This is an optimization exercise on Yosys and OpenROAD, whose aim is small area and a short achievable clock period, not a production implementation. Function was checked by simulation only, so behaviour that the tests miss may differ from the original. Power and IR drop assume default switching activity.

## flow/standard.sh

```bash
#!/bin/bash
# synth_recipe.tcl (not shown) runs the flow's synth.tcl, then flattens the netlist and writes it again
# the make line also repeats each setting of config.mk as NAME=value (left out here)
make -C /OpenROAD-flow-scripts/flow DESIGN_CONFIG=/design/flow/config.mk WORK_HOME=/design/flow/orfs CLKGATE_MAP_FILE= SYNTH_SCRIPT=/design/flow/synth_recipe.tcl "${@:-finish}"
```

## flow/constraint.sdc

```tcl
create_clock -name core_clock -period 6.0 [get_ports {clk}]
set_input_delay 1.2000 -clock core_clock [delete_from_list [all_inputs] [get_ports {clk}]]
set_output_delay 1.2000 -clock core_clock [all_outputs]
set_load 0.01 [all_outputs]
```

## flow/design.v

```verilog
module rz_ao222n (
	input a0, b0, a1, b1, a2, b2,
	output y
);
assign y = ~((a0 & b0) | (a1 & b1) | (a2 & b2));
endmodule
module rz_nand2 (input a, b, output y);
assign y = ~(a & b);
endmodule
module rz_nand3 (input a, b, c, output y);
assign y = ~(a & b & c);
endmodule
module rz_nor2 (input a, b, output y);
assign y = ~(a | b);
endmodule
module rz_or12n (input [11:0] y, output o);
wire [3:0] p;
wire [1:0] n;
genvar i;
generate
for (i = 0; i < 4; i = i + 1) begin : l1
	rz_nand3 u (.a(y[3*i]), .b(y[3*i+1]), .c(y[3*i+2]), .y(p[i]));
end
endgenerate
rz_nor2 u_n0 (.a(p[0]), .b(p[1]), .y(n[0]));
rz_nor2 u_n1 (.a(p[2]), .b(p[3]), .y(n[1]));
rz_nand2 u_o (.a(n[0]), .b(n[1]), .y(o));
endmodule
module rz_nor4n (input [3:0] y, output o);
wire [1:0] p;
rz_nand2 u_p0 (.a(y[0]), .b(y[1]), .y(p[0]));
rz_nand2 u_p1 (.a(y[2]), .b(y[3]), .y(p[1]));
rz_nor2 u_o (.a(p[0]), .b(p[1]), .y(o));
endmodule
module rz_read (
	input  [359:0] kd,       
	input  [23:0]  lb,       
	input  [11:0]  r,        
	output [11:0]  rd,
	output         rz,       
	output         rk1       
);
wire [35:0] sel;
genvar s;
generate
for (s = 0; s < 36; s = s + 1) begin : dec
	assign sel[s] = r[6 + s/6] & r[s%6];
end
endgenerate
genvar b, g;
generate
for (b = 0; b < 12; b = b + 1) begin : bt
	if ((b % 6) == 1) begin : lastbit
		localparam integer OFF = (b / 6);       
		localparam integer I0 = (OFF == 0) ? 1 : 2;
		wire [3:0] y;
		wire nrd;
		for (g = 0; g < 4; g = g + 1) begin : grp
			rz_ao222n u (
				.a0(sel[I0 + 9*g]),     .b0(lb[(2*(I0 + 9*g)     + OFF) / 3]),
				.a1(sel[I0 + 9*g + 3]), .b1(lb[(2*(I0 + 9*g + 3) + OFF) / 3]),
				.a2(sel[I0 + 9*g + 6]), .b2(lb[(2*(I0 + 9*g + 6) + OFF) / 3]),
				.y(y[g]));
		end
		rz_nor4n u_or (.y(y), .o(nrd));
		assign rd[b] = ~nrd;
	end else begin : kdbit
		localparam integer OFF = (b / 6);
		localparam integer F = b % 6;
		localparam integer KB = (F == 0) ? 0 : F - 1;    
		wire [11:0] y;
		for (g = 0; g < 12; g = g + 1) begin : grp
			rz_ao222n u (
				.a0(sel[3*g]),   .b0(kd[5*(2*(3*g)   + OFF) + KB]),
				.a1(sel[3*g+1]), .b1(kd[5*(2*(3*g+1) + OFF) + KB]),
				.a2(sel[3*g+2]), .b2(kd[5*(2*(3*g+2) + OFF) + KB]),
				.y(y[g]));
		end
		rz_or12n u_or (.y(y), .o(rd[b]));
	end
end
endgenerate
wire [35:0] z;
genvar i;
generate
for (i = 0; i < 36; i = i + 1) begin : zw
	if ((i % 3) == 1) begin : l0
		assign z[i] = kd[5*(2*i)] | (kd[5*(2*i+1)] & ~lb[(2*i)/3]);
	end else begin : nl0
		assign z[i] = kd[5*(2*i)] | kd[5*(2*i+1)];
	end
end
endgenerate
wire [11:0] yz;
generate
for (g = 0; g < 12; g = g + 1) begin : zg
	rz_ao222n u (
		.a0(sel[3*g]),   .b0(z[3*g]),
		.a1(sel[3*g+1]), .b1(z[3*g+1]),
		.a2(sel[3*g+2]), .b2(z[3*g+2]),
		.y(yz[g]));
end
endgenerate
rz_or12n u_orz (.y(yz), .o(rz));
wire [35:0] k1;
generate
for (i = 0; i < 36; i = i + 1) begin : k1w
	if ((i % 3) == 1) begin : l0
		assign k1[i] = kd[5*(2*i+1)] & ~lb[(2*i)/3];
	end else begin : nl0
		assign k1[i] = kd[5*(2*i+1)];
	end
end
endgenerate
wire [11:0] yk;
generate
for (g = 0; g < 12; g = g + 1) begin : kg
	rz_ao222n u (
		.a0(sel[3*g]),   .b0(k1[3*g]),
		.a1(sel[3*g+1]), .b1(k1[3*g+1]),
		.a2(sel[3*g+2]), .b2(k1[3*g+2]),
		.y(yk[g]));
end
endgenerate
rz_or12n u_ork (.y(yk), .o(rk1));
endmodule
module rz_wen (
	input  [4:0]  w,
	input         wr,
	input         rst_q,
	output [23:0] en
);
genvar gs;
generate
for (gs = 0; gs < 24; gs = gs + 1) begin : slot
	assign en[gs] = rst_q | (wr & (w == gs));
end
endgenerate
endmodule
module rz_next (
	input  [4:0]  w,
	input         w23, wz,     
	input  [11:0] r,           
	input  [2:0]  rk,          
	input         r35,         
	input  [3:0]  d,
	input         dz, d1,      
	input         ov, uf, pu, rep, sev,
	input  [11:0] me,
	input  [1:0]  mk,
	input  [11:0] rd,
	input         rz,          
	input         rk1,         
	output [4:0]  w_0, w_1,
	output        w23_0, w23_1, wz_0, wz_1,
	output [11:0] r_0, r_1,
	output [2:0]  rk_0, rk_1,
	output        r35_0, r35_1,
	output [3:0]  d_0, d_1,
	output        dz_0, dz_1, d1_0, d1_1,
	output        ov_0, ov_1, uf_0, uf_1, pu_0, pu_1, rep_0, rep_1,
	output [1:0]  mk_0, mk_1,
	output        mv_0, mv_1, ml_0, ml_1
);
wire ow  = w[0];
wire or0 = rk[0];
wire or1 = rk[1];
wire or2 = rk[2];
wire p1  = dz & (or2 | (or1 & ~ow)) | (d1 & or0 & ow);    
wire p2  = dz & ((or0 & ~ow) | (or1 & ow));               
wire p0  = dz & or0 & ~ow;                                
wire a   = sev & ~ov;
wire wrapw = w23 & a;
wire [4:0]  winc = w23 ? 5'd0 : w + 5'd1;
wire        w22  = (w == 5'd22);
wire [11:0] rinc = {r[5] ? {r[10:6], r[11]} : r[11:6], r[4:0], r[5]};
wire [2:0]  rkinc = {rk[1:0], rk[2]};
wire        r34  = r[11] & r[4];
wire [3:0]  d_up = (d == 4'd11) ? 4'd0  : d + 4'd1;
wire [3:0]  d_dn = (d == 4'd0)  ? 4'd11 : d - 4'd1;
wire        d11  = (d == 4'd11);
wire        d2   = (d == 4'd2);
reg [4:0]  w_n [0:1];
reg [11:0] r_n [0:1];
reg [2:0]  rk_n [0:1];
reg [3:0]  d_n [0:1];
reg w23_n [0:1], wz_n [0:1], r35_n [0:1], dz_n [0:1], d1_n [0:1];
reg ov_n [0:1];
reg uf_n [0:1];
reg c1, c2, mer, ovx, ufx, wi, ri, wb, rb, up, dn;
integer k;
always @* begin
	for (k = 0; k < 2; k = k + 1) begin
		mer = (k == 1) & ~rep;
		c1 = p1 & ~(wrapw ^ (r35 & mer & ~uf));
		c2 = p2 & ~wz & ~wrapw;
		ovx = ov; ufx = uf;
		if (a) begin
			ufx = 1'b0;
			if (c1) ovx = 1'b1;
		end
		if (mer && !ufx) begin
			if (!c1) ovx = 1'b0;
			if (c2) ufx = 1'b1;
		end
		wi = sev & ~ovx;
		ri = mer & ~p0;
		wb = wi & ow;       
		rb = ri & or2;      
		up = rb & ~wb;
		dn = wb & ~rb;
		if (ufx) begin
			w_n[k] = 5'd0;  w23_n[k] = 1'b0; wz_n[k] = 1'b1;
			r_n[k] = 12'b000001_000001; rk_n[k] = 3'b001; r35_n[k] = 1'b0;
			d_n[k] = 4'd0;  dz_n[k] = 1'b1;  d1_n[k] = 1'b0;
		end else begin
			w_n[k]   = wi ? winc : w;
			w23_n[k] = wi ? w22 : w23;
			wz_n[k]  = wi ? w23 : wz;
			r_n[k]   = ri ? rinc : r;
			rk_n[k]  = ri ? rkinc : rk;
			r35_n[k] = ri ? r34 : r35;
			d_n[k]   = up ? d_up : dn ? d_dn : d;
			dz_n[k]  = up ? d11 : dn ? d1 : dz;
			d1_n[k]  = up ? dz : dn ? d2 : d1;
		end
		ov_n[k] = ufx ? 1'b0 : ovx;
		uf_n[k] = ufx;
	end
end
function [1:0] keep_res(input [11:0] e, input rp, input [1:0] pk);
	reg [1:0] la, ke;
	begin
		la = {e[7], e[1]};
		ke = {e[6], e[0]};
		if (la != 0)
			keep_res = rp ? ~pk : (((la - 2'd1) | la) & ke);
		else
			keep_res = ke;
	end
endfunction
wire u0 = uf | uf_n[0];
wire u1 = uf | uf_n[1];
wire [1:0] kr0 = keep_res(me, rep, mk);
assign w_0   = w_n[0];
assign w23_0 = w23_n[0];
assign wz_0  = wz_n[0];
assign r35_0 = r35_n[0];
assign rk_0  = rk_n[0];
assign rk_1  = rk_n[1];
assign dz_0  = dz_n[0];
assign d1_0  = d1_n[0];
assign w23_1 = w23_n[1];
assign wz_1  = wz_n[1];
assign r35_1 = r35_n[1];
assign dz_1  = dz_n[1];
assign d1_1  = d1_n[1];
assign r_0   = r_n[0];
assign d_0   = d_n[0];
assign ov_0  = ov_n[0];
assign uf_0  = uf_n[0];
assign pu_0  = u0;
assign rep_0 = ~rep & me[1] & ~me[7] & ~u0;
assign mk_0  = kr0;
assign mv_0  = ~(u0 & pu) & (kr0 != 2'd0);
assign ml_0  = ~rep & (me[1] | me[7]);
assign w_1   = w_n[1];
assign r_1   = r_n[1];
assign d_1   = d_n[1];
assign ov_1  = ov_n[1];
assign uf_1  = uf_n[1];
assign pu_1  = u1;
assign rep_1 = rd[1] & ~u1;
assign mk_1  = {rk1, rd[0]};
assign mv_1  = ~(u1 & pu) & rz;
assign ml_1  = rd[1] | rd[7];
endmodule
module resizer (
	input clk,
	input rst,
	input s_valid_i,
	input s_last_i,
	input [2:0] s_keep_i,
	input [11:0] s_data_i,
	output wire s_ready_o,
	output m_valid_o,
	input m_ready_i,
	output m_last_o,
	output [1:0] m_keep_o,
	output [7:0] m_data_o
);
reg        sev;         
reg [15:0] se;          
always @(posedge clk) begin
	if (rst) begin
		sev <= 1'b0;
		se  <= 16'd0;
	end else begin
		sev <= s_valid_i;
		se  <= {s_last_i, s_data_i[11:8], s_keep_i[2], s_data_i[7:4], s_keep_i[1], s_data_i[3:0], s_keep_i[0]};
	end
end
reg rst_q;
always @(posedge clk) rst_q <= rst;
reg [4:0] w;        
reg w23, wz;        
reg [11:0] r;       
reg [2:0] rk;       
reg r35;            
reg [3:0] d;        
reg dz, d1;         
reg nov;            
reg uf;             
reg pu;             
reg rep;            
reg [11:0] me;      
reg [1:0]  mk;      
reg        mv, ml;
reg [359:0] kd;     
reg [23:0]  lb;     
wire [23:0] en;
rz_wen u_wen (.w(w), .wr(sev & nov), .rst_q(rst_q), .en(en));
genvar gs;
generate
for (gs = 0; gs < 24; gs = gs + 1) begin : slot
	always @(posedge clk) begin
		if (en[gs]) begin
			kd[15*gs +: 15] <= se[14:0];
			lb[gs]          <= se[15];
		end
	end
end
endgenerate
wire [11:0] rd;
wire        rz, rk1;
rz_read u_read (.kd(kd), .lb(lb), .r(r), .rd(rd), .rz(rz), .rk1(rk1));
wire [4:0] w_0, w_1;
wire [11:0] r_0, r_1;
wire [2:0] rk_0, rk_1;
wire w23_0, w23_1, wz_0, wz_1, r35_0, r35_1, dz_0, dz_1, d1_0, d1_1;
wire [3:0] d_0, d_1;
wire ov_0, ov_1, uf_0, uf_1, pu_0, pu_1, rep_0, rep_1, mv_0, mv_1, ml_0, ml_1;
wire [1:0] mk_0, mk_1;
rz_next u_next (
	.w(w), .w23(w23), .wz(wz), .r(r), .rk(rk), .r35(r35), .d(d), .dz(dz), .d1(d1), .ov(~nov), .uf(uf), .pu(pu), .rep(rep), .sev(sev),
	.me(me), .mk(mk), .rd(rd), .rz(rz), .rk1(rk1),
	.w_0(w_0), .w_1(w_1), .r_0(r_0), .r_1(r_1), .rk_0(rk_0), .rk_1(rk_1), .d_0(d_0), .d_1(d_1),
	.w23_0(w23_0), .w23_1(w23_1), .wz_0(wz_0), .wz_1(wz_1), .r35_0(r35_0), .r35_1(r35_1),
	.dz_0(dz_0), .dz_1(dz_1), .d1_0(d1_0), .d1_1(d1_1),
	.ov_0(ov_0), .ov_1(ov_1), .uf_0(uf_0), .uf_1(uf_1), .pu_0(pu_0), .pu_1(pu_1),
	.rep_0(rep_0), .rep_1(rep_1), .mk_0(mk_0), .mk_1(mk_1),
	.mv_0(mv_0), .mv_1(mv_1), .ml_0(ml_0), .ml_1(ml_1));
wire mr = m_ready_i & ~rep;    
always @(posedge clk) begin
	if (rst) begin
		w <= 0; w23 <= 0; wz <= 1; r <= 12'd0; rk <= 3'd0; r35 <= 0; d <= 0; dz <= 1; d1 <= 0; nov <= 1; uf <= 1; pu <= 1; rep <= 0;
		mk <= 0; mv <= 0; ml <= 0;
	end else begin
		w   <= m_ready_i ? w_1   : w_0;
		w23 <= m_ready_i ? w23_1 : w23_0;
		wz  <= m_ready_i ? wz_1  : wz_0;
		r   <= m_ready_i ? r_1   : r_0;
		rk  <= m_ready_i ? rk_1  : rk_0;
		r35 <= m_ready_i ? r35_1 : r35_0;
		d   <= m_ready_i ? d_1   : d_0;
		dz  <= m_ready_i ? dz_1  : dz_0;
		d1  <= m_ready_i ? d1_1  : d1_0;
		nov <= m_ready_i ? ~ov_1 : ~ov_0;
		uf  <= m_ready_i ? uf_1  : uf_0;
		pu  <= m_ready_i ? pu_1  : pu_0;
		rep <= mr ? rep_1 : rep_0;
		mk  <= mr ? mk_1  : mk_0;
		mv  <= mr ? mv_1  : mv_0;
		ml  <= mr ? ml_1  : ml_0;
	end
end
always @(posedge clk) begin
	if (rst)
		me <= 12'd0;
	else
		me <= mr ? rd : me;
end
assign s_ready_o = nov;
assign m_valid_o = mv;
assign m_last_o  = ml;
assign m_keep_o  = mk;
assign m_data_o  = {me[11:8], me[5:2]};
endmodule
```

## flow/flow/run.sh

```bash
#!/bin/bash
# Standard ORFS layout (the standard.sh, unchanged synthesis), with two
# placement/CTS choices: plain buf_4 cells as the port buffers, and clock tree
# synthesis without dummy loads.  Each tool's output goes to its own log here.
set -uo pipefail
export BUFFER_PORTS_ARGS="-buffer_cell sky130_fd_sc_hd__buf_4"
export CTS_ARGS="-sink_clustering_enable -repair_clock_nets -dont_use_dummy_load -root_buf sky130_fd_sc_hd__clkbuf_16 -buf_list sky130_fd_sc_hd__clkbuf_8 -sink_clustering_buffer sky130_fd_sc_hd__clkbuf_8 -sink_clustering_size 16 -sink_clustering_max_diameter 70"
bash standard.sh synth > flow_synth.log 2>&1
bash standard.sh floorplan > flow_floorplan.log 2>&1
bash standard.sh place > flow_place.log 2>&1
bash standard.sh cts > flow_cts.log 2>&1
bash standard.sh route > flow_route.log 2>&1
bash standard.sh finish > flow_finish.log 2>&1
```

## flow/config.mk

```make
export PLATFORM = sky130hd
export DESIGN_NAME = resizer
export DESIGN_NICKNAME = resizer
export VERILOG_FILES = /design/flow/design.v
export SDC_FILE = /design/flow/constraint.sdc
export NUM_CORES = 4
export LEC_CHECK = 0
export CAP_MARGIN = 20
export CORE_MARGIN = 2
export CORE_UTILIZATION = 70
export SETUP_SLACK_MARGIN = 3.85
export SLEW_MARGIN = 20
export SYNTH_HIERARCHICAL = 1
```

==> results of run 1 <==
==> per-module statistics from Yosys, one instance, submodules excluded, excerpt <==
module     cells  times used  area, µm²
rz_nor2        1          26      3.754
resizer      610           1      14000
rz_ao222n      1         152      10.01
rz_read       86           1      623.1
rz_nand2       1          16      3.754
rz_nand3       1          48      5.005
rz_wen        41           1      319.1
rz_next      239           1       1381
==> stage by stage <==
stage / hold slack (ps) / area (µm²) / total power [mW] / util
finish: 467.8 / 19850 / 5.511 / 0.7684
global route: 505.1 / 19850 / 5.673 / 0.7684
CTS: 471.1 / 19560 / 5.519 / 0.7570
detailed placement: 454.8 / 18710 / 4.079 / 0.7243
global placement: 454.9 / 18710 / 4.060 / 0.7242
floorplan: 438.8 / 18240 / 3.953 / -
==> cells in the final DEF, fill, tap and decap left out, types with 8 or more instances in the layout <==
| cell | n |
|---|---|
| sky130_fd_sc_hd__edfxtp_1 | 384 |
| sky130_fd_sc_hd__a222oi_1 | 152 |
| sky130_fd_sc_hd__nor2_1 | 64 |
| sky130_fd_sc_hd__nand3_1 | 59 |
| sky130_fd_sc_hd__nand2_1 | 58 |
| sky130_fd_sc_hd__buf_4 | 56 |
| sky130_fd_sc_hd__mux2i_1 | 38 |
| sky130_fd_sc_hd__dfxtp_1 | 33 |
| sky130_fd_sc_hd__a21oi_1 | 30 |
| sky130_fd_sc_hd__o21ai_0 | 29 |
| sky130_fd_sc_hd__clkbuf_8 | 29 |
| sky130_fd_sc_hd__and2_4 | 28 |
| sky130_fd_sc_hd__dfxtp_2 | 27 |
| sky130_fd_sc_hd__nor2b_1 | 26 |
| sky130_fd_sc_hd__nand2b_1 | 24 |
| sky130_fd_sc_hd__or2_2 | 24 |
| sky130_fd_sc_hd__and2_1 | 16 |
| sky130_fd_sc_hd__buf_6 | 15 |
| sky130_fd_sc_hd__or2_1 | 14 |
| sky130_fd_sc_hd__nor2b_4 | 12 |
| sky130_fd_sc_hd__nand4bb_1 | 11 |
| sky130_fd_sc_hd__nor2_2 | 10 |
| sky130_fd_sc_hd__and2_2 | 8 |
| sky130_fd_sc_hd__o21bai_1 | 8 |
==> layout make-up <==
class | count | share of cell area
flip-flops and latches | 451 | 0.6514
multi-input cells | 712 | 0.2675
repair buffers | 73 | 0.03094
clock buffers | 34 | 0.02641
well taps | 335 | 0.02111
inverters | 11 | 0.002269
repair inverters | 1 | 0.0003781
==> final timing paths <==
| check | from | end | slack, ps | cells after the start |
|---|---|---|---|---|
| min reg2reg | me[6] | me[6] | 470 | 2 |
| min | me[6] | me[6] | 470 | 2 |
| max | r[4] | ml | 3790 | 8 |
| max reg2reg | r[4] | ml | 3790 | 8 |
==> registers in the layout, summed over array words and instances (netlist names) <==
register	count
d	4
d1	1
dz	1
kd	360
lb	24
me	12
mk	2
ml	1
mv	1
nov	1
pu	1
r	12
r35	1
rep	1
rk	3
rst_q	1
se	16
sev	1
uf	1
w	5
w23	1
wz	1
==> report_power, final <==
part	switching (mW)	internal [mW]	leakage [nW]	total, mW
registers	0.138	3.64	4.30	3.78
clock network	0.888	0.588	0.270	1.48
logic	0.159	0.0975	2.33	0.257
total	1.19	4.33	6.90	5.51
==> worst max-delay path, delay by kind of cell (launching register included) <==
family	cells	cell delay, ps
AOI/OAI and AO/OA	2	670
buffers and inverters	1	60
and+or+nand+nor	5	960
DFF	1	400
==> cell families (layout without fill, tap and decap cells) <==
logic type / count (synthesis) / in the layout / synth area share
fa+ha+maj: 5 / 5 / 0.003429
flops: 451 / 451 / 0.7056
xor+xnor: 5 / 5 / 0.002401
simple gates: 392 / 393 / 0.1251
mux: 40 / 40 / 0.02208
compound gates: 269 / 269 / 0.1246
buf+inv: 56 / 119 / 0.01680
==> metal layers <==
metal,GRT usage,up-vias
met3,0.05245,104
li1,-,5053
met1,0.4732,5701
met5,0,-
met4,0.1536,0
met2,0.4754,662
==> what timing repair did <==
action                                  in CTS  in global routing
pin swaps                                   11                 19
gates cloned                                 2                  0
endpoints found under the setup margin     167                224
buffers inserted                            14                 17
resized for setup                          107                 61
==> results.toml, run 1 <==
[yosys]
async_flop_share = 0
yosysTopAreaCellShare = 0.6321
synth_edf_count = 384
synth.ff_latch_count = 451
yosysWarnings = 19
synth_ff_type = "sky130_fd_sc_hd__edfxtp_1"
yosys.cell_count.top_type = "sky130_fd_sc_hd__edfxtp_1"
synth_nets = 1243
netlist-cell-type-count = 61
synth.area.top_cells = "sky130_fd_sc_hd__edfxtp_1 63%, sky130_fd_sc_hd__a222oi_1 8.3%, sky130_fd_sc_hd__dfxtp_1 7.4%, sky130_fd_sc_hd__mux2i_1 2.1%, sky130_fd_sc_hd__and2_1 1.8%"
synth-seq-area-share = 0.7056
postSynthAreaPerCell_um2 = 14.98
syn_area_um2 = 18240
yosys-top-cells-count = "384 x sky130_fd_sc_hd__edfxtp_1, 152 x sky130_fd_sc_hd__a222oi_1, 77 x sky130_fd_sc_hd__nor2_1"
post-synth-top-area-cell = "sky130_fd_sc_hd__edfxtp_1"
postSynthCellCount = 1218

[finish]
finish.net_count = 1309
final_layout_size_suffix_gt1_frac = 0.2114
multi_input_comb_area_um2 = 5310
sequential_cell_area_um2 = 12930
non_filler_instance_count_after_layout = 1617
diodes = 0
syn2layout_area_growth_pct = 8.827
final_layout_fill_cell_count = 1579

[cts]
clockRootBuffer = "sky130_fd_sc_hd__clkbuf_16"
clk_pin_slew_ps = 100
clock_sinks = 451
tritoncts = "yes"
cts_buf_count = 34
clk_path_buf_depth = 3
clkLatencyLatePin_ps = 500
hold_buffers = 0
cts.htree.levels = 2

[route]
drt-total-wl_um = 44140
first_iter_violations = 2141
routedLengthMet1_um = 17550
post_drt_wl_per_cell_um = 27.30
met2_wirelength_um = 19740
drc = 0
routed.top_layer = "met4"
route.met3.wl_um = 4832
detail-route-antenna-nets = 0
firstDrtPassIters = 10
post_drt_via_cell_ratio = 7.124
dr_total_vias = 11520

[power]
highest_ir_drop_seen_on_vdd_uv = 280.6
powerDensity_nw_per_um2 = 277.6
static-leakage-power_nw = 6.895

[timing]
timing_worst_slew_pin_value_ps = 1130
finalCritPeriodShare = 0.3677
setup_total_negative_slack_ps = 0
maxSlewHeadroom = 0.2457
fin_worst_skew_ps = 32.24
finalSetupViolCount = 0
final-max-slew-violation-count = 0
final-hold-violation-count = 0
postLayoutSetupSlackWorst_ps = 3794
rsz0062_at_grt = "yes"
layout_min_cycle_time_ps = 2206
maxClockFrequency_ghz = 0.4533

[placed_design]
dp_slack_ps = 2870
dp_hpwl_um = 26020
dp.cells = 1550
port_buffers = 32
last_weighted_congestion_value_of_the_routability_driven_placer = 0.8857

[worst_setup_path]
cp_cell_sequence = "and2_4, a222oi_1, nand2_1, nor2_2, inv_2, or2_4, or4bb_1, o21ai_1"
crit_arrival_ps = 2600
critical_path_required_ps = 6390
endpoint_kind_of_the_worst_setup_timing_path = "register"
critPathSlowestCell = "sky130_fd_sc_hd__a222oi_1"
cp_max_fo = 7
critical_path.max_stage_delay_ps = 620
setup.worst_path.start_class = "register"
path_class = "reg -> reg"

[run_status]
result_of_the_run = "complete, no violations"

[hold_path]
holdCritPathClass = "reg -> reg"

[die]
core_um2 = 25840
initial_utilization = 0.7061
i_o_pins = 33
die_width_um = 165.4
die_footprint_um2 = 27370
die_height_um = 165.4
row_cnt = 59

[global_route]
largest_net_degree_at_the_start_of_global_routing = 85
overflow = 0
first_global_vias = 10760
global_route_wire_length_before_repair_um = 63450
antenna_found_initial = 0
track_usage = 0.3211

[flow_run]
max_cap_violations = 0
==> run 2: changes to the inputs <==
--- a/flow/config.mk
+++ b/flow/config.mk
@@ -9,5 +9,5 @@
 export CORE_MARGIN = 2
 export CORE_UTILIZATION = 70
-export SETUP_SLACK_MARGIN = 3.85
+export SETUP_SLACK_MARGIN = 3.75
 export SLEW_MARGIN = 20
 export SYNTH_HIERARCHICAL = 1
==> results.toml, run 2 <==
[run_status]
result_of_the_run = "complete, no violations"

[finish]
multi_input_comb_area_um2 = 5221
top_register = "kd"
non_filler_instance_count_after_layout = 1612
final_layout_size_suffix_gt1_frac = 0.1832
finish.net_count = 1304
sequential_cell_area_um2 = 12900
reg.largest.list = "kd (360), lb (24), se (16)"
commonest_cells_after_routing_fill_and_taps_aside = "384 x sky130_fd_sc_hd__edfxtp_1, 152 x sky130_fd_sc_hd__a222oi_1, 69 x sky130_fd_sc_hd__nor2_1"
syn2layout_area_growth_pct = 7.634
most_common_cell_after_layout_fill_and_taps_aside = "sky130_fd_sc_hd__edfxtp_1"
diodes = 0
final_layout_fill_cell_count = 1613
largest_register_ff_count = 360

[worst_setup_path]
setup_slack_reg_to_reg_ps = 3770
r2r_start = "r[0]"
critical_path_required_ps = 6390
worst-r2r-cell-count = 7
cp_max_fo = 12
critPathCapture = "me[10]"
endpoint_kind_of_the_worst_setup_timing_path = "register"
path_class = "reg -> reg"
setup.worst_path.start_class = "register"
crit_arrival_ps = 2620
critical_path.reg2reg.endpoint = "me[10]"
critical_path.startpoint = "r[0]"

[timing]
maxClockFrequency_ghz = 0.4482
timing_worst_slew_pin_value_ps = 1141
final-max-slew-violation-count = 0
layout_min_cycle_time_ps = 2231
maxSlewHeadroom = 0.2385
finalCritPeriodShare = 0.3718
fin_worst_skew_ps = 33.28
rsz0062_at_grt = "yes"
finalSetupViolCount = 0
setup_total_negative_slack_ps = 0
final-hold-violation-count = 0

[route]
post_drt_wl_per_cell_um = 27.23
drt-total-wl_um = 43900
post_drt_via_cell_ratio = 7.143
detail-route-antenna-nets = 0
first_iter_violations = 2162
drc = 0
firstDrtPassIters = 8
dr_total_vias = 11510

[yosys]
post-synth-top-area-cell = "sky130_fd_sc_hd__edfxtp_1"
synth.ff_latch_count = 451
synth-seq-area-share = 0.7056
synth_edf_count = 384
async_flop_share = 0
synth_ff_type = "sky130_fd_sc_hd__edfxtp_1"
synth_nets = 1243
yosys-top-cells-count = "384 x sky130_fd_sc_hd__edfxtp_1, 152 x sky130_fd_sc_hd__a222oi_1, 77 x sky130_fd_sc_hd__nor2_1"
synth.area.top_cells = "sky130_fd_sc_hd__edfxtp_1 63%, sky130_fd_sc_hd__a222oi_1 8.3%, sky130_fd_sc_hd__dfxtp_1 7.4%, sky130_fd_sc_hd__mux2i_1 2.1%, sky130_fd_sc_hd__and2_1 1.8%"
postSynthCellCount = 1218
yosysWarnings = 19
yosysTopAreaCellShare = 0.6321
yosys.cell_count.top_type = "sky130_fd_sc_hd__edfxtp_1"
netlist-cell-type-count = 61
syn_area_um2 = 18240
postSynthAreaPerCell_um2 = 14.98

[power]
highest_ir_drop_seen_on_vdd_uv = 280.2
power.total_mw = 5.504
static-leakage-power_nw = 6.803
powerDensity_nw_per_um2 = 280.3

[global_route]
track_usage = 0.3214
overflow = 0
largest_net_degree_at_the_start_of_global_routing = 85
antenna_found_initial = 0
first_global_vias = 10760
global_route_wire_length_before_repair_um = 63510

[die]
die_height_um = 165.4
i_o_pins = 33
die_footprint_um2 = 27370
row_cnt = 59
initial_utilization = 0.7061
die_width_um = 165.4
core_um2 = 25840

[placed_design]
last_weighted_congestion_value_of_the_routability_driven_placer = 0.8857
dp.cells = 1550
dp_hpwl_um = 26020
port_buffers = 32

[flow_run]
max_cap_violations = 0

[cts]
hold_buffers = 0
clk_path_buf_depth = 3
clockRootBuffer = "sky130_fd_sc_hd__clkbuf_16"
clk_pin_slew_ps = 100
clock_sinks = 451
clkLatencyLatePin_ps = 510
tritoncts = "yes"
cts_buf_count = 34
cts.htree.levels = 2

[hold_path]
holdCritPathClass = "reg -> reg"
-- run 2: cell count changes in the layout (fill, tap and decap cells not counted), sizes merged --
cell and delta:
buf -6, o31ai +1
-- run 2: final cells by class --
type	count	share of cell area
clock buffers	34	0.02670
flip-flops and latches	451	0.6572
multi-input cells	713	0.2659
repair inverters	1	0.0003823
well taps	335	0.02135
inverters	11	0.002294
repair buffers	67	0.02613
-- run 2: power by group --
group | total, mW | internal (mW) | switching [mW]
combinational | 0.248 | 0.0915 | 0.157
clock | 1.48 | 0.588 | 0.889
sequential | 3.78 | 3.64 | 0.138
-- run 2: cell families after synthesis --
kind of cell | count (synthesis) | synth area share
buffers and inverters | 56 | 0.01680
adder cells (fa/ha/maj) | 5 | 0.003429
multiplexers | 40 | 0.02208
flip-flops | 451 | 0.7056
XOR/XNOR | 5 | 0.002401
AND/OR/NAND/NOR | 392 | 0.1251
AO/OA/AOI/OAI | 269 | 0.1246
-- run 2: worst min path at each step --
stage                     start    end  cells past startpoint
after global routing      me[8]  me[8]                      2
after CTS                 me[6]  me[6]                      2
after global placement    me[6]  me[6]                      2
after detailed placement  me[6]  me[6]                      2
final                     me[6]  me[6]                      2
after floorplan           me[6]  me[6]                      2
-- run 2: critical path: stages, from the launching register on --
cell and delay (ps):
sky130_fd_sc_hd__dfxtp_1 470, sky130_fd_sc_hd__and2_4 280, sky130_fd_sc_hd__a222oi_1 510, sky130_fd_sc_hd__nand3_1 330
sky130_fd_sc_hd__nor2_2 280, sky130_fd_sc_hd__nand2_1 80, sky130_fd_sc_hd__nand4bb_1 110, sky130_fd_sc_hd__o21ai_1 80
-- run 2: through the flow --
stage	hold slack, ps	utilization	setup slack [ps]	cell area (µm²)
after floorplan	438.8	-	3995	18240
after CTS	471.1	0.7531	3751	19460
after global placement	454.9	0.7242	2942	18710
after global routing	503.3	0.7600	3695	19640
final	468.4	0.7600	3769	19640
after detailed placement	454.8	0.7243	2870	18710
-- run 2: timing repair --
item                       in CTS  in global routing
cloned                          3                  0
setup buffers                  13                 12
gates resized for setup        55                 41
setup endpoints to repair      79                 95
pin swaps                       9                  9
hold endpoints to repair        0                  0
-- run 2: modules after synthesis (local to each module, per instance), a selection --
module     times used  cells  area [µm²]  flops+latches
rz_nand2           16      1       3.754              0
rz_wen              1     41       319.1              0
rz_nand3           48      1       5.005              0
rz_next             1    239        1381              0
rz_read             1     86       623.1              0
resizer             1    610       14000            451
rz_ao222n         152      1       10.01              0
rz_nor2            26      1       3.754              0
-- run 2: layer usage --
metal,global-route usage,part of all wire,vias to the layer above
met5,0,0,-
met4,0.1544,0.049,0
met3,0.04870,0.11,107
met2,0.4763,0.44,724
met1,0.4755,0.39,5639
li1,-,-,5044
==> run 3: changes to the inputs <==
--- a/flow/config.mk
+++ b/flow/config.mk
@@ -9,5 +9,5 @@
 export CORE_MARGIN = 2
 export CORE_UTILIZATION = 70
-export SETUP_SLACK_MARGIN = 3.75
+export SETUP_SLACK_MARGIN = 3.8
 export SLEW_MARGIN = 20
 export SYNTH_HIERARCHICAL = 1
==> results.toml, run 3 <==
[run_status]
result_of_the_run = "complete, no violations"

[placed_design]
last_weighted_congestion_value_of_the_routability_driven_placer = 0.8857
dp_hpwl_um = 26020
port_buffers = 32
dp_slack_ps = 2870

[timing]
final-hold-violation-count = 0
maxClockFrequency_ghz = 0.4510
fin_worst_skew_ps = 30.48
finalCritPeriodShare = 0.3695
maxSlewHeadroom = 0.2420
postLayoutSetupSlackWorst_ps = 3783
setup_total_negative_slack_ps = 0
timing_worst_slew_pin_value_ps = 1136
layout_min_cycle_time_ps = 2217
final-max-slew-violation-count = 0
fin_hold_ws_ps = 468.5
rsz0062_at_grt = "yes"
finalSetupViolCount = 0

[hold_path]
holdPathStages = 2
holdCritPathClass = "reg -> reg"

[global_route]
largest_net_degree_at_the_start_of_global_routing = 85
overflow = 0
track_usage = 0.3213
global_route_wire_length_before_repair_um = 63500
antenna_found_initial = 0
first_global_vias = 10760

[yosys]
postSynthCellCount = 1218
synth-seq-area-share = 0.7056
synth_nets = 1243
synth.area.top_cells = "sky130_fd_sc_hd__edfxtp_1 63%, sky130_fd_sc_hd__a222oi_1 8.3%, sky130_fd_sc_hd__dfxtp_1 7.4%, sky130_fd_sc_hd__mux2i_1 2.1%, sky130_fd_sc_hd__and2_1 1.8%"
postSynthAreaPerCell_um2 = 14.98
yosys.cell_count.top_type = "sky130_fd_sc_hd__edfxtp_1"
yosysTopAreaCellShare = 0.6321
synth_ff_type = "sky130_fd_sc_hd__edfxtp_1"
synth_edf_count = 384
yosys-top-cells-count = "384 x sky130_fd_sc_hd__edfxtp_1, 152 x sky130_fd_sc_hd__a222oi_1, 77 x sky130_fd_sc_hd__nor2_1"
syn_area_um2 = 18240
synth.ff_latch_count = 451
post-synth-top-area-cell = "sky130_fd_sc_hd__edfxtp_1"
async_flop_share = 0
yosysWarnings = 19
netlist-cell-type-count = 61

[worst_setup_path]
cpLargestDelayFamily = "simple AND/OR/NAND/NOR gates"
cp.buffers_inverters = 1
critical_path.max_stage_delay_ps = 700
cp_cell_sequence = "and2_4, a222oi_1, nand2_1, nor2_2, inv_2, or2_4, or4bb_1, o21ai_1"
critical_path_required_ps = 6390
setup.worst_path.start_class = "register"
timing.critical_path.depth = 8
worst-r2r-cell-count = 8
crit_arrival_ps = 2610
endpoint_kind_of_the_worst_setup_timing_path = "register"
cp_max_fo = 6
critPathSlowestCell = "sky130_fd_sc_hd__a222oi_1"
path_class = "reg -> reg"

[power]
highest_ir_drop_seen_on_vdd_uv = 280.5
power.total_mw = 5.505
static-leakage-power_nw = 6.837
powerDensity_nw_per_um2 = 279.5

[cts]
clk_path_buf_depth = 3
cts.htree.levels = 2
cts_buf_count = 34
clockRootBuffer = "sky130_fd_sc_hd__clkbuf_16"
clk_pin_slew_ps = 110
clock_sinks = 451
clkLatencyLatePin_ps = 500
tritoncts = "yes"

[finish]
reg.largest.list = "kd (360), lb (24), se (16)"
diodes = 0
multi_input_comb_area_um2 = 5288
sequential_cell_area_um2 = 12910
final_layout_fill_cell_count = 1598
commonest_cells_after_routing_fill_and_taps_aside = "384 x sky130_fd_sc_hd__edfxtp_1, 152 x sky130_fd_sc_hd__a222oi_1, 66 x sky130_fd_sc_hd__nor2_1, 66 x sky130_fd_sc_hd__buf_4"
syn2layout_area_growth_pct = 7.984
top_register = "kd"
finish.net_count = 1305
final_layout_size_suffix_gt1_frac = 0.1972
most_common_cell_after_layout_fill_and_taps_aside = "sky130_fd_sc_hd__edfxtp_1"
largest_register_ff_count = 360

[route]
first_iter_violations = 2210
dr_total_vias = 11600
post_drt_wl_per_cell_um = 27.41
drc = 0
post_drt_via_cell_ratio = 7.193
detail-route-antenna-nets = 0
firstDrtPassIters = 9
drt-total-wl_um = 44210

[die]
die_height_um = 165.4
die_footprint_um2 = 27370
die_width_um = 165.4
i_o_pins = 33
row_cnt = 59
core_um2 = 25840
initial_utilization = 0.7061

[flow_run]
max_cap_violations = 0
==> run 3: layer usage <==
layer / part of all wire / up-vias / global-route usage / wire (µm)
met1: 0.39 / 5703 / 0.4739 / 17440
li1: - / 5061 / - / -
met5: 0 / - / 0 / 0
met4: 0.049 / 0 / 0.1548 / 2180
met2: 0.44 / 734 / 0.4763 / 19670
met3: 0.11 / 104 / 0.05045 / 4926
==> run 3: power breakdown <==
part | internal (mW) | switching, mW | leakage [nW]
Combinational | 0.0925 | 0.158 | 2.28
Clock | 0.588 | 0.888 | 0.270
Sequential | 3.64 | 0.138 | 4.29
Total | 4.32 | 1.18 | 6.84
==> run 3: logic make-up after synthesis <==
kind of cell               after synthesis  share of synthesized area
AOI/OAI and AO/OA                      269                     0.1246
and+or+nand+nor                        392                     0.1251
xor gates and xnor gates                 5                   0.002401
DFF                                    451                     0.7056
adders and majority gates                5                   0.003429
buffers and inverters                   56                    0.01680
muxes                                   40                    0.02208
==> run 3: per-module statistics from Yosys, one instance, submodules excluded, excerpt <==
module	flip-flops and latches	area, µm²	times used	cells inside
rz_ao222n	0	10.01	152	1
rz_next	0	1381	1	239
rz_read	0	623.1	1	86
rz_wen	0	319.1	1	41
resizer	451	14000	1	610
rz_nand2	0	3.754	16	1
rz_nor2	0	3.754	26	1
rz_nand3	0	5.005	48	1
==> run 3: final cells by class <==
| class | instances | area share |
|---|---|---|
| Timing Repair inverter | 1 | 0.0003811 |
| Sequential cell | 451 | 0.6556 |
| Tap cell | 335 | 0.02128 |
| Inverter | 11 | 0.002287 |
| Multi-Input combinational cell | 714 | 0.2684 |
| Timing Repair Buffer | 67 | 0.02541 |
| Clock buffer | 34 | 0.02661 |
==> run 3: final timing paths <==
kind	start	end	slack (ps)
hold reg to reg	me[6]	me[6]	470
setup reg to reg	r[1]	ml	3780
setup / recovery	r[1]	ml	3780
hold / removal	me[6]	me[6]	470
==> run 3: worst min-delay path, delay by kind of cell, from the launching register on <==
family | cells | cell delay [ps]
flip-flops | 1 | 320
AND/OR/NAND/NOR | 1 | 60
AO/OA/AOI/OAI | 1 | 50
==> run 3: timing repair <==
| action | 4_1_cts | 5_1_grt |
|---|---|---|
| hold endpoints to repair | 0 | 0 |
| gates resized for setup | 74 | 51 |
| gates cloned | 3 | 1 |
| hold buffers | 0 | 0 |
| pin swaps | 11 | 14 |
| buffers inserted | 13 | 12 |
| endpoints found under the setup margin | 138 | 145 |
==> run 3: stage by stage <==
stage | util | std cells | area [µm²]
finish | 0.7624 | 1613 | 19700
detailed placement | 0.7243 | 1550 | 18710
floorplan | - | 1218 | 18240
global placement | 0.7242 | 1550 | 18710
CTS | 0.7543 | 1600 | 19490
global route | 0.7624 | 1613 | 19700
==> run 4: changes to the inputs <==
--- a/flow/flow/run.sh
+++ b/flow/flow/run.sh
@@ -5,5 +5,5 @@
 set -uo pipefail
 export BUFFER_PORTS_ARGS="-buffer_cell sky130_fd_sc_hd__buf_4"
-export CTS_ARGS="-sink_clustering_enable -repair_clock_nets -dont_use_dummy_load -root_buf sky130_fd_sc_hd__clkbuf_16 -buf_list sky130_fd_sc_hd__clkbuf_8 -sink_clustering_buffer sky130_fd_sc_hd__clkbuf_8 -sink_clustering_size 16 -sink_clustering_max_diameter 70"
+export CTS_ARGS="-sink_clustering_enable -repair_clock_nets -dont_use_dummy_load -root_buf sky130_fd_sc_hd__clkbuf_16 -buf_list sky130_fd_sc_hd__clkbuf_8 -sink_clustering_buffer sky130_fd_sc_hd__clkbuf_8 -sink_clustering_size 16 -sink_clustering_max_diameter 70 -branching_point_buffers_distance 400 -distance_between_buffers 400"
 bash standard.sh synth > flow_synth.log 2>&1
 bash standard.sh floorplan > flow_floorplan.log 2>&1
--- a/flow/config.mk
+++ b/flow/config.mk
@@ -8,5 +8,5 @@
 export CAP_MARGIN = 20
 export CORE_MARGIN = 2
-export CORE_UTILIZATION = 70
+export CORE_UTILIZATION = 60
 export SETUP_SLACK_MARGIN = 3.8
 export SLEW_MARGIN = 20
==> results.toml, run 4 <==
[finish]
finish.net_count = 1309
final_layout_size_suffix_gt1_frac = 0.1973
syn2layout_area_growth_pct = 8.553
final_util = 0.6646
most_common_cell_after_layout_fill_and_taps_aside = "sky130_fd_sc_hd__edfxtp_1"
top_register = "kd"
fin_area_um2 = 19800
commonest_cells_after_routing_fill_and_taps_aside = "384 x sky130_fd_sc_hd__edfxtp_1, 152 x sky130_fd_sc_hd__a222oi_1, 69 x sky130_fd_sc_hd__nor2_1"
diodes = 0
reg.largest.list = "kd (360), lb (24), se (16)"
largest_register_ff_count = 360
final_layout_fill_cell_count = 2137

[cts]
clockRootBuffer = "sky130_fd_sc_hd__clkbuf_16"
clock_sinks = 451
tritoncts = "yes"
cts.htree.levels = 2
cts_buf_count = 35
clk_path_buf_depth = 3
clk_pin_slew_ps = 100
clkLatencyLatePin_ps = 510

[route]
post_drt_wl_per_cell_um = 27.13
post_drt_via_cell_ratio = 6.843
firstDrtPassIters = 8
drc = 0
first_iter_violations = 1852
drt-total-wl_um = 45350
detail-route-antenna-nets = 0
dr_total_vias = 11440

[yosys]
async_flop_share = 0
synth_nets = 1243
synth_edf_count = 384
yosysWarnings = 19
yosys-top-cells-count = "384 x sky130_fd_sc_hd__edfxtp_1, 152 x sky130_fd_sc_hd__a222oi_1, 77 x sky130_fd_sc_hd__nor2_1"
postSynthAreaPerCell_um2 = 14.98
postSynthCellCount = 1218
netlist-cell-type-count = 61
synth.area.top_cells = "sky130_fd_sc_hd__edfxtp_1 63%, sky130_fd_sc_hd__a222oi_1 8.3%, sky130_fd_sc_hd__dfxtp_1 7.4%, sky130_fd_sc_hd__mux2i_1 2.1%, sky130_fd_sc_hd__and2_1 1.8%"
synth_ff_type = "sky130_fd_sc_hd__edfxtp_1"
synth-seq-area-share = 0.7056
yosys.cell_count.top_type = "sky130_fd_sc_hd__edfxtp_1"
post-synth-top-area-cell = "sky130_fd_sc_hd__edfxtp_1"
yosysTopAreaCellShare = 0.6321
synth.ff_latch_count = 451
syn_area_um2 = 18240

[power]
highest_ir_drop_seen_on_vdd_uv = 217.2
internal_power_mw = 4.335
p_switching_mw = 1.208
static-leakage-power_nw = 6.841
powerDensity_nw_per_um2 = 279.9
comb_power_share = 0.050
power.clock.fraction = 0.273
switching_share = 0.2180
power.total_mw = 5.543
p_seq_frac = 0.677

[timing]
setup_total_negative_slack_ps = 0
layout_min_cycle_time_ps = 2241
finalSetupViolCount = 0
timing_worst_slew_pin_value_ps = 1079
final-max-slew-violation-count = 0
maxSlewHeadroom = 0.2795
finalCritPeriodShare = 0.3735
fin_worst_skew_ps = 48.21
final-hold-violation-count = 0
rsz0062_at_grt = "yes"
maxClockFrequency_ghz = 0.4463

[global_route]
first_global_vias = 10610
track_usage = 0.2850
overflow = 0
antenna_found_initial = 0
largest_net_degree_at_the_start_of_global_routing = 85
global_route_wire_length_before_repair_um = 66300

[run_status]
result_of_the_run = "complete, no violations"

[die]
i_o_pins = 33
die_width_um = 178.4
row_cnt = 63
initial_utilization = 0.6122
die_height_um = 178.4
core_um2 = 29800
die_footprint_um2 = 31810

[worst_setup_path]
setup.worst_path.start_class = "register"
critical_path_required_ps = 6400
crit_arrival_ps = 2640
endpoint_kind_of_the_worst_setup_timing_path = "register"
path_class = "reg -> reg"
cp_max_fo = 12

[placed_design]
place_area_um2 = 18830
dp_hpwl_um = 27370
last_weighted_congestion_value_of_the_routability_driven_placer = 0.8231
port_buffers = 32

[hold_path]
holdCritPathClass = "reg -> reg"

[flow_run]
max_cap_violations = 0
-- run 4: cell counts after synthesis --
No cell type changed its count.
-- run 4: layout make-up --
class | count | area (µm²) | area share
flip-flops and latches | 451 | 12930 | 0.6531
multi-input cells | 712 | 5220 | 0.2636
repair buffers | 72 | 570.5 | 0.02881
clock buffers | 35 | 538.0 | 0.02717
well taps | 390 | 488.0 | 0.02464
inverters | 11 | 45.04 | 0.002275
repair inverters | 1 | 7.507 | 0.0003791
-- run 4: repair_timing --
action,4_1_cts,5_1_grt
hold buffers,0,0
pin swaps,18,19
setup endpoints to repair,111,155
gates resized for setup,86,44
gates cloned,2,0
buffers inserted,10,13
-- run 4: power groups by stage --
stage	clock (mW)	combinational, mW	sequential [mW]
3_3_place_gp	0	0.257	3.82
3_5_place_dp	0	0.260	3.83
5_1_grt	1.66	0.299	3.77
2_1_floorplan	0	0.169	3.78
6_report	1.51	0.278	3.75
4_1_cts	1.55	0.271	3.75
-- run 4: stage by stage --
stage          worst slack [ps]  hold WS (ps)  cells
4_1_cts                    3713         477.8   1659
5_1_grt                    3737         493.7   1672
2_1_floorplan              3995         438.8   1218
3_3_place_gp               2933         453.7   1612
3_5_place_dp               2808         458.9   1612
6_report                   3759         475.4   1672
-- run 4: per-module statistics from Yosys (local to each module, per instance), a selection --
module     times used  area, µm²  flops+latches
rz_next             1       1381              0
rz_nand2           16      3.754              0
rz_wen              1      319.1              0
rz_nor2            26      3.754              0
resizer             1      14000            451
rz_ao222n         152      10.01              0
rz_read             1      623.1              0
rz_nand3           48      5.005              0
-- run 4: final timing paths --
check | startpoint | to | slack (ps) | depth (start not counted)
min reg2reg | me[2] | me[2] | 480 | 2
min | me[2] | me[2] | 480 | 2
max | r[3] | me[9] | 3760 | 7
max reg2reg | r[3] | me[9] | 3760 | 7
-- run 4: layer usage --
layer,up-vias,part of all wire,track usage,wire [µm]
li1,5056,-,-,-
met1,5782,0.42,0.4260,19150
met2,540,0.46,0.4394,21070
met3,63,0.089,0.04390,4042
met4,0,0.024,0.07961,1086
met5,-,0,0,0
-- run 4: kinds of logic after synthesis --
logic type,Yosys count,synth area share
AOI/OAI and AO/OA,269,0.1246
xor gates and xnor gates,5,0.002401
adders and majority gates,5,0.003429
buffers and inverters,56,0.01680
DFF,451,0.7056
muxes,40,0.02208
and+or+nand+nor,392,0.1251
-- run 4: worst max-delay path, cell delays in order, from the launching register on --
cell	delay, ps
sky130_fd_sc_hd__dfxtp_4	420
sky130_fd_sc_hd__and2_4	220
sky130_fd_sc_hd__a222oi_1	590
sky130_fd_sc_hd__nand3_1	290
sky130_fd_sc_hd__nor2_2	240
sky130_fd_sc_hd__nand2_1	160
sky130_fd_sc_hd__nand4bb_1	140
sky130_fd_sc_hd__o21ai_1	80
==> run 5: changes to the inputs <==
--- a/flow/flow/run.sh
+++ b/flow/flow/run.sh
@@ -5,5 +5,5 @@
 set -uo pipefail
 export BUFFER_PORTS_ARGS="-buffer_cell sky130_fd_sc_hd__buf_4"
-export CTS_ARGS="-sink_clustering_enable -repair_clock_nets -dont_use_dummy_load -root_buf sky130_fd_sc_hd__clkbuf_16 -buf_list sky130_fd_sc_hd__clkbuf_8 -sink_clustering_buffer sky130_fd_sc_hd__clkbuf_8 -sink_clustering_size 16 -sink_clustering_max_diameter 70 -branching_point_buffers_distance 400 -distance_between_buffers 400"
+export CTS_ARGS="-sink_clustering_enable -repair_clock_nets -dont_use_dummy_load -root_buf sky130_fd_sc_hd__clkbuf_16 -buf_list {sky130_fd_sc_hd__clkbuf_16 sky130_fd_sc_hd__clkbuf_8} -sink_clustering_buffer sky130_fd_sc_hd__clkbuf_8 -sink_clustering_size 16 -sink_clustering_max_diameter 70"
 bash standard.sh synth > flow_synth.log 2>&1
 bash standard.sh floorplan > flow_floorplan.log 2>&1
==> results.toml, run 5 <==
[finish]
syn2layout_area_growth_pct = 8.553
largest_register_ff_count = 360
final_layout_fill_cell_count = 2137
top_register = "kd"
final_layout_size_suffix_gt1_frac = 0.1973
final_util = 0.6646
reg.largest.list = "kd (360), lb (24), se (16)"
most_common_cell_after_layout_fill_and_taps_aside = "sky130_fd_sc_hd__edfxtp_1"
diodes = 0
commonest_cells_after_routing_fill_and_taps_aside = "384 x sky130_fd_sc_hd__edfxtp_1, 152 x sky130_fd_sc_hd__a222oi_1, 69 x sky130_fd_sc_hd__nor2_1"
finish.net_count = 1309

[yosys]
yosysTopAreaCellShare = 0.6321
async_flop_share = 0
synth_ff_type = "sky130_fd_sc_hd__edfxtp_1"
postSynthCellCount = 1218
synth.ff_latch_count = 451
synth.area.top_cells = "sky130_fd_sc_hd__edfxtp_1 63%, sky130_fd_sc_hd__a222oi_1 8.3%, sky130_fd_sc_hd__dfxtp_1 7.4%, sky130_fd_sc_hd__mux2i_1 2.1%, sky130_fd_sc_hd__and2_1 1.8%"
yosysWarnings = 19
syn_area_um2 = 18240
yosys-top-cells-count = "384 x sky130_fd_sc_hd__edfxtp_1, 152 x sky130_fd_sc_hd__a222oi_1, 77 x sky130_fd_sc_hd__nor2_1"
postSynthAreaPerCell_um2 = 14.98
synth-seq-area-share = 0.7056
yosys.cell_count.top_type = "sky130_fd_sc_hd__edfxtp_1"
synth_nets = 1243
post-synth-top-area-cell = "sky130_fd_sc_hd__edfxtp_1"
netlist-cell-type-count = 61
synth_edf_count = 384

[die]
row_cnt = 63
initial_utilization = 0.6122
die_height_um = 178.4
i_o_pins = 33
core_um2 = 29800
die_width_um = 178.4
die_footprint_um2 = 31810

[route]
met2_wirelength_um = 21070
routed.top_layer = "met4"
post_drt_via_cell_ratio = 6.843
post_drt_wl_per_cell_um = 27.13
drt-total-wl_um = 45350
dr_total_vias = 11440
firstDrtPassIters = 8
drc = 0
first_iter_violations = 1852
route.met3.wl_um = 4042
detail-route-antenna-nets = 0
routedLengthMet1_um = 19150

[power]
comb_power_share = 0.050
p_switching_mw = 1.208
power.total_mw = 5.543
switching_share = 0.2180
static-leakage-power_nw = 6.841
power.clock.fraction = 0.273
internal_power_mw = 4.335
highest_ir_drop_seen_on_vdd_uv = 217.2
powerDensity_nw_per_um2 = 279.9
p_seq_frac = 0.677

[timing]
finalSetupViolCount = 0
postLayoutSetupSlackWorst_ps = 3759
rsz0062_at_grt = "yes"
maxClockFrequency_ghz = 0.4463
timing_worst_slew_pin_value_ps = 1079
final-max-slew-violation-count = 0
layout_min_cycle_time_ps = 2241
maxSlewHeadroom = 0.2795
final-hold-violation-count = 0
fin_worst_skew_ps = 48.21
finalCritPeriodShare = 0.3735
fin_hold_ws_ps = 475.4
setup_total_negative_slack_ps = 0

[run_status]
result_of_the_run = "complete, no violations"

[worst_setup_path]
critical_path_required_ps = 6400
setup.worst_path.start_class = "register"
path_class = "reg -> reg"
setup_slack_reg_to_reg_ps = 3760
cp_max_fo = 12
endpoint_kind_of_the_worst_setup_timing_path = "register"
crit_arrival_ps = 2640

[placed_design]
last_weighted_congestion_value_of_the_routability_driven_placer = 0.8231
dp_hpwl_um = 27370
port_buffers = 32
dp_slack_ps = 2808

[cts]
clk_pin_slew_ps = 100
cts_buf_count = 35
tritoncts = "yes"
clk_path_buf_depth = 3
clkLatencyLatePin_ps = 510
clock_sinks = 451
clockRootBuffer = "sky130_fd_sc_hd__clkbuf_16"
cts.htree.levels = 2

[global_route]
first_global_vias = 10610
global_route_wire_length_before_repair_um = 66300
overflow = 0
track_usage = 0.2850
antenna_found_initial = 0
largest_net_degree_at_the_start_of_global_routing = 85

[hold_path]
holdCritPathClass = "reg -> reg"

[flow_run]
max_cap_violations = 0
run 5: cell counts after synthesis:
No cell type changed its count.
run 5: timing repair:
| action | in CTS | in global routing |
|---|---|---|
| buffers inserted | 10 | 13 |
| setup endpoints to repair | 111 | 155 |
| endpoints found under the hold margin | 0 | 0 |
| gates resized for setup | 86 | 44 |
| hold buffers | 0 | 0 |
| pin swaps | 18 | 19 |
| gates cloned | 2 | 0 |
run 5: cells by family after synthesis:
| kind of cell | Yosys count | synth area share |
|---|---|---|
| AOI/OAI and AO/OA | 269 | 0.1246 |
| xor gates and xnor gates | 5 | 0.002401 |
| adders and majority gates | 5 | 0.003429 |
| buffers and inverters | 56 | 0.01680 |
| DFF | 451 | 0.7056 |
| muxes | 40 | 0.02208 |
| and+or+nand+nor | 392 | 0.1251 |
run 5: final timing paths:
| path | endpoint | start | cells after the start |
|---|---|---|---|
| worst max-delay path | me[9] | r[3] | 7 |
| worst min-delay path | me[2] | me[2] | 2 |
| worst max register to register | me[9] | r[3] | 7 |
| worst min register to register | me[2] | me[2] | 2 |
run 5: cell type report:
type / instances / area, µm² / area share
multi-input combinational: 712 / 5220 / 0.2636
clock buffer: 35 / 538.0 / 0.02717
timing repair buffer: 72 / 570.5 / 0.02881
sequential: 451 / 12930 / 0.6531
tap: 390 / 488.0 / 0.02464
inverter: 11 / 45.04 / 0.002275
timing repair inverter: 1 / 7.507 / 0.0003791
run 5: power by group through the flow:
stage          clock, mW  combinational (mW)  sequential [mW]
6_report            1.51               0.278             3.75
4_1_cts             1.55               0.271             3.75
3_5_place_dp           0               0.260             3.83
3_3_place_gp           0               0.257             3.82
2_1_floorplan          0               0.169             3.78
5_1_grt             1.66               0.299             3.77
run 5: critical path: stages (launching register included):
cell and delay [ps]:
sky130_fd_sc_hd__dfxtp_4 420, sky130_fd_sc_hd__and2_4 220, sky130_fd_sc_hd__a222oi_1 590, sky130_fd_sc_hd__nand3_1 290, sky130_fd_sc_hd__nor2_2 240, sky130_fd_sc_hd__nand2_1 160
sky130_fd_sc_hd__nand4bb_1 140, sky130_fd_sc_hd__o21ai_1 80
run 5: Yosys stat by module, one instance, submodules excluded, a selection:
| module | cell area, µm² | cells inside |
|---|---|---|
| resizer | 14000 | 610 |
| rz_next | 1381 | 239 |
| rz_read | 623.1 | 86 |
| rz_wen | 319.1 | 41 |
| rz_ao222n | 10.01 | 1 |
| rz_nand3 | 5.005 | 1 |
| rz_nand2 | 3.754 | 1 |
| rz_nor2 | 3.754 | 1 |
run 5: stage by stage:
step / area, µm² / std cells
final: 19800 / 1672
after global routing: 19800 / 1672
after CTS: 19630 / 1659
after detailed placement: 18830 / 1612
after global placement: 18830 / 1612
after floorplan: 18240 / 1218
run 5: layer usage:
| layer | vias to the layer above | GRT usage |
|---|---|---|
| li1 | 5056 | - |
| met1 | 5782 | 0.4260 |
| met2 | 540 | 0.4394 |
| met3 | 63 | 0.04390 |
| met4 | 0 | 0.07961 |
| met5 | - | 0 |
==> run 6: changes to the inputs <==
--- a/flow/flow/run.sh
+++ b/flow/flow/run.sh
@@ -5,5 +5,5 @@
 set -uo pipefail
 export BUFFER_PORTS_ARGS="-buffer_cell sky130_fd_sc_hd__buf_4"
-export CTS_ARGS="-sink_clustering_enable -repair_clock_nets -dont_use_dummy_load -root_buf sky130_fd_sc_hd__clkbuf_16 -buf_list {sky130_fd_sc_hd__clkbuf_16 sky130_fd_sc_hd__clkbuf_8} -sink_clustering_buffer sky130_fd_sc_hd__clkbuf_8 -sink_clustering_size 16 -sink_clustering_max_diameter 70"
+export CTS_ARGS="-sink_clustering_enable -repair_clock_nets -dont_use_dummy_load -root_buf sky130_fd_sc_hd__clkbuf_16 -buf_list sky130_fd_sc_hd__clkbuf_4 -sink_clustering_buffer sky130_fd_sc_hd__clkbuf_4 -sink_clustering_size 10 -sink_clustering_max_diameter 50"
 bash standard.sh synth > flow_synth.log 2>&1
 bash standard.sh floorplan > flow_floorplan.log 2>&1
--- a/flow/config.mk
+++ b/flow/config.mk
@@ -8,5 +8,5 @@
 export CAP_MARGIN = 20
 export CORE_MARGIN = 2
-export CORE_UTILIZATION = 60
+export CORE_UTILIZATION = 70
 export SETUP_SLACK_MARGIN = 3.8
 export SLEW_MARGIN = 20
==> results.toml, run 6 <==
[run_status]
result_of_the_run = "complete, no violations"

[power]
p_seq_frac = 0.692
p_switching_mw = 1.203
switching_share = 0.2200
powerDensity_nw_per_um2 = 275.5
internal_power_mw = 4.263
comb_power_share = 0.048
highest_ir_drop_seen_on_vdd_uv = 213.6
static-leakage-power_nw = 6.940
power.clock.fraction = 0.261

[die]
die_width_um = 165.4
core_um2 = 25840
i_o_pins = 33
row_cnt = 59
initial_utilization = 0.7061
die_footprint_um2 = 27370
die_height_um = 165.4

[cts]
hold_buffers = 0
cts.htree.levels = 2
clk_pin_slew_ps = 110
clk_path_buf_depth = 3
tritoncts = "yes"
cts_buf_count = 53
clockRootBuffer = "sky130_fd_sc_hd__clkbuf_16"
clkLatencyLatePin_ps = 530
clock_sinks = 451

[worst_setup_path]
crit_arrival_ps = 2620
path_class = "reg -> reg"
worst-r2r-cell-count = 8
critical_path_required_ps = 6380
endpoint_kind_of_the_worst_setup_timing_path = "register"
critPathSlowestCell = "sky130_fd_sc_hd__a222oi_1"
cp_max_fo = 12
cp_cell_sequence = "and2_4, a222oi_1, nand3_2, nor2_4, nand2_1, a21boi_0, or4bb_1, o21ai_0"
critical_path.max_stage_delay_ps = 490
setup.worst_path.start_class = "register"

[placed_design]
dp_slack_ps = 2870
last_weighted_congestion_value_of_the_routability_driven_placer = 0.8857
port_buffers = 32
place_area_um2 = 18710
dp_hpwl_um = 26020

[yosys]
netlist-cell-type-count = 61
synth_edf_count = 384
postSynthAreaPerCell_um2 = 14.98
yosys-top-cells-count = "384 x sky130_fd_sc_hd__edfxtp_1, 152 x sky130_fd_sc_hd__a222oi_1, 77 x sky130_fd_sc_hd__nor2_1"
share_of_synthesized_cell_area_in_full_adder_half_adder_and_majority_cells = 0.003429
yosysWarnings = 19
synth-xor-area-share = 0.002401
yosysTopAreaCellShare = 0.6321
synth_compound_gate_area_share = 0.1246
synth_simple_gate_area_frac = 0.1251
synth_nets = 1243
yosys-mux-area-fraction = 0.02209
yosys.cell_count.top_type = "sky130_fd_sc_hd__edfxtp_1"
syn_area_um2 = 18240
synth-seq-area-share = 0.7056
synth.area.top_cells = "sky130_fd_sc_hd__edfxtp_1 63%, sky130_fd_sc_hd__a222oi_1 8.3%, sky130_fd_sc_hd__dfxtp_1 7.4%, sky130_fd_sc_hd__mux2i_1 2.1%, sky130_fd_sc_hd__and2_1 1.8%"
postSynthCellCount = 1218
post-synth-top-area-cell = "sky130_fd_sc_hd__edfxtp_1"
main_combinational_cell_family_by_area_after_synthesis = "simple AND/OR/NAND/NOR gates"
async_flop_share = 0
synth.ff_latch_count = 451
synth_ff_type = "sky130_fd_sc_hd__edfxtp_1"

[finish]
sequential_cell_area_um2 = 12920
diodes = 0
multi_input_comb_area_um2 = 5306
reg.largest.list = "kd (360), lb (24), se (16)"
commonest_cells_after_routing_fill_and_taps_aside = "384 x sky130_fd_sc_hd__edfxtp_1, 152 x sky130_fd_sc_hd__a222oi_1, 73 x sky130_fd_sc_hd__buf_4"
final_layout_size_suffix_gt1_frac = 0.2199
top_register = "kd"
final_layout_fill_cell_count = 1580
final_util = 0.7679
most_common_cell_after_layout_fill_and_taps_aside = "sky130_fd_sc_hd__edfxtp_1"
largest_register_ff_count = 360
syn2layout_area_growth_pct = 8.765
fin_area_um2 = 19840
finish.net_count = 1341

[flow_run]
max_cap_violations = 0

[timing]
maxClockFrequency_ghz = 0.4466
postLayoutSetupSlackWorst_ps = 3761
final-max-slew-violation-count = 0
finalCritPeriodShare = 0.3732
finalSetupViolCount = 0
maxSlewHeadroom = 0.2384
rsz0062_at_grt = "yes"
timing_worst_slew_pin_value_ps = 1141
fin_hold_ws_ps = 472.0
final-hold-violation-count = 0
layout_min_cycle_time_ps = 2239
fin_worst_skew_ps = 55.37
setup_total_negative_slack_ps = 0

[route]
first_iter_violations = 2025
drc = 0
dr_total_vias = 11790
drt-total-wl_um = 44790
post_drt_via_cell_ratio = 7.148
post_drt_wl_per_cell_um = 27.16
detail-route-antenna-nets = 0
firstDrtPassIters = 8

[global_route]
overflow = 0
global_route_wire_length_before_repair_um = 64380
track_usage = 0.3254
antenna_found_initial = 0
first_global_vias = 10930
largest_net_degree_at_the_start_of_global_routing = 85

[hold_path]
holdPathStages = 2
holdCritPathClass = "reg -> reg"
## run 6: cell types whose count changed in the layout (fill, tap and decap cells not counted), sizes merged
| cell | change |
|---|---|
| clkbuf | +18 |
| buf | +12 |
| a21oi | +1 |
| o31ai | +1 |
## run 6: cell type report
type | count | area share
Timing Repair Buffer | 84 | 0.03317
Tap cell | 335 | 0.02113
Inverter | 11 | 0.002270
Timing Repair inverter | 1 | 0.0003784
Clock buffer | 53 | 0.02447
Sequential cell | 451 | 0.6512
Multi-Input combinational cell | 714 | 0.2674
## run 6: per-stage QoR
step / total power, mW / std cells
finish: 5.466 / 1649
global route: 5.649 / 1649
CTS: 5.468 / 1620
detailed placement: 4.079 / 1550
global placement: 4.060 / 1550
floorplan: 3.953 / 1218
## run 6: final timing paths
| path | from | endpoint | slack (ps) |
|---|---|---|---|
| max | r[3] | mv | 3760 |
| min | me[6] | me[6] | 470 |
| max reg2reg | r[3] | mv | 3760 |
| min reg2reg | me[6] | me[6] | 470 |
## run 6: power by group through the flow
stage | clock (mW) | combinational, mW | sequential (mW)
3_3_place_gp | 0 | 0.225 | 3.83
3_5_place_dp | 0 | 0.230 | 3.85
2_1_floorplan | 0 | 0.169 | 3.78
4_1_cts | 1.45 | 0.243 | 3.78
6_report | 1.43 | 0.261 | 3.78
5_1_grt | 1.57 | 0.278 | 3.80
## run 6: worst max-delay path: cells and delay by family, from the launching register on
family / cells / cell delay, ps
AND/OR/NAND/NOR: 5 / 960
AO/OA/AOI/OAI: 3 / 680
flip-flops: 1 / 470
## run 6: logic make-up after synthesis
logic type               after synthesis
AO/OA/AOI/OAI                        269
multiplexers                          40
adder cells (fa/ha/maj)                5
buffers and inverters                 56
flip-flops                           451
XOR/XNOR                               5
AND/OR/NAND/NOR                      392
## run 6: what timing repair did
item / in CTS / in global routing
gates cloned: 2 / 2
resized for setup: 71 / 69
pin swaps: 11 / 21
buffers inserted: 15 / 27
setup endpoints to repair: 115 / 112
## run 6: Yosys stat by module (local to each module, per instance), excerpt
module / cells inside / area, µm² / times used / flops+latches
rz_ao222n: 1 / 10.01 / 152 / 0
rz_nand2: 1 / 3.754 / 16 / 0
rz_read: 86 / 623.1 / 1 / 0
rz_nor2: 1 / 3.754 / 26 / 0
resizer: 610 / 14000 / 1 / 451
rz_next: 239 / 1381 / 1 / 0
rz_wen: 41 / 319.1 / 1 / 0
rz_nand3: 1 / 5.005 / 48 / 0
## run 6: layer usage
metal,global-route usage,routed length (µm)
met4,0.1520,2087
met3,0.06843,5698
met5,0,0
met2,0.4822,19850
met1,0.4703,17160

re-timing with driven ports:
In the flow no input, the clock included, has a driving cell. The finished layouts below were timed again as built, in two steps. Step 1 sets driving cells, clkbuf_16 on the clock port and buf_2 on the other inputs (assumed; they add their load-dependent delay and slew). Step 2, shift: input delay + t, output delay - t, t = (earliest + latest rising clock arrival at the registers) / 2. This alone moves slack from input paths to output paths. Three values: ideal, step 1, step 2; two values: the first two.
| run | t (ns) | setup slack, ns | worst setup path after step 2 | latest minus earliest clock arrival (ns) |
|---|---|---|---|---|
| run 1 | 0.541 | 3.794 / 3.794 / 3.529 | input to register | 0.045 / 0.045 |
| run 2 | 0.544 | 3.769 / 3.769 / 3.518 | input to register | 0.040 / 0.040 |
| run 3 | 0.543 | 3.783 / 3.783 / 3.526 | input to register | 0.040 / 0.040 |
| run 4 | 0.542 | 3.759 / 3.759 / 3.462 | input to register | 0.048 / 0.048 |
| run 5 | 0.542 | 3.759 / 3.759 / 3.462 | input to register | 0.048 / 0.048 |
| run 6 | 0.557 | 3.761 / 3.761 / 3.518 | input to register | 0.055 / 0.056 |
After both steps every run listed still meets setup and hold.
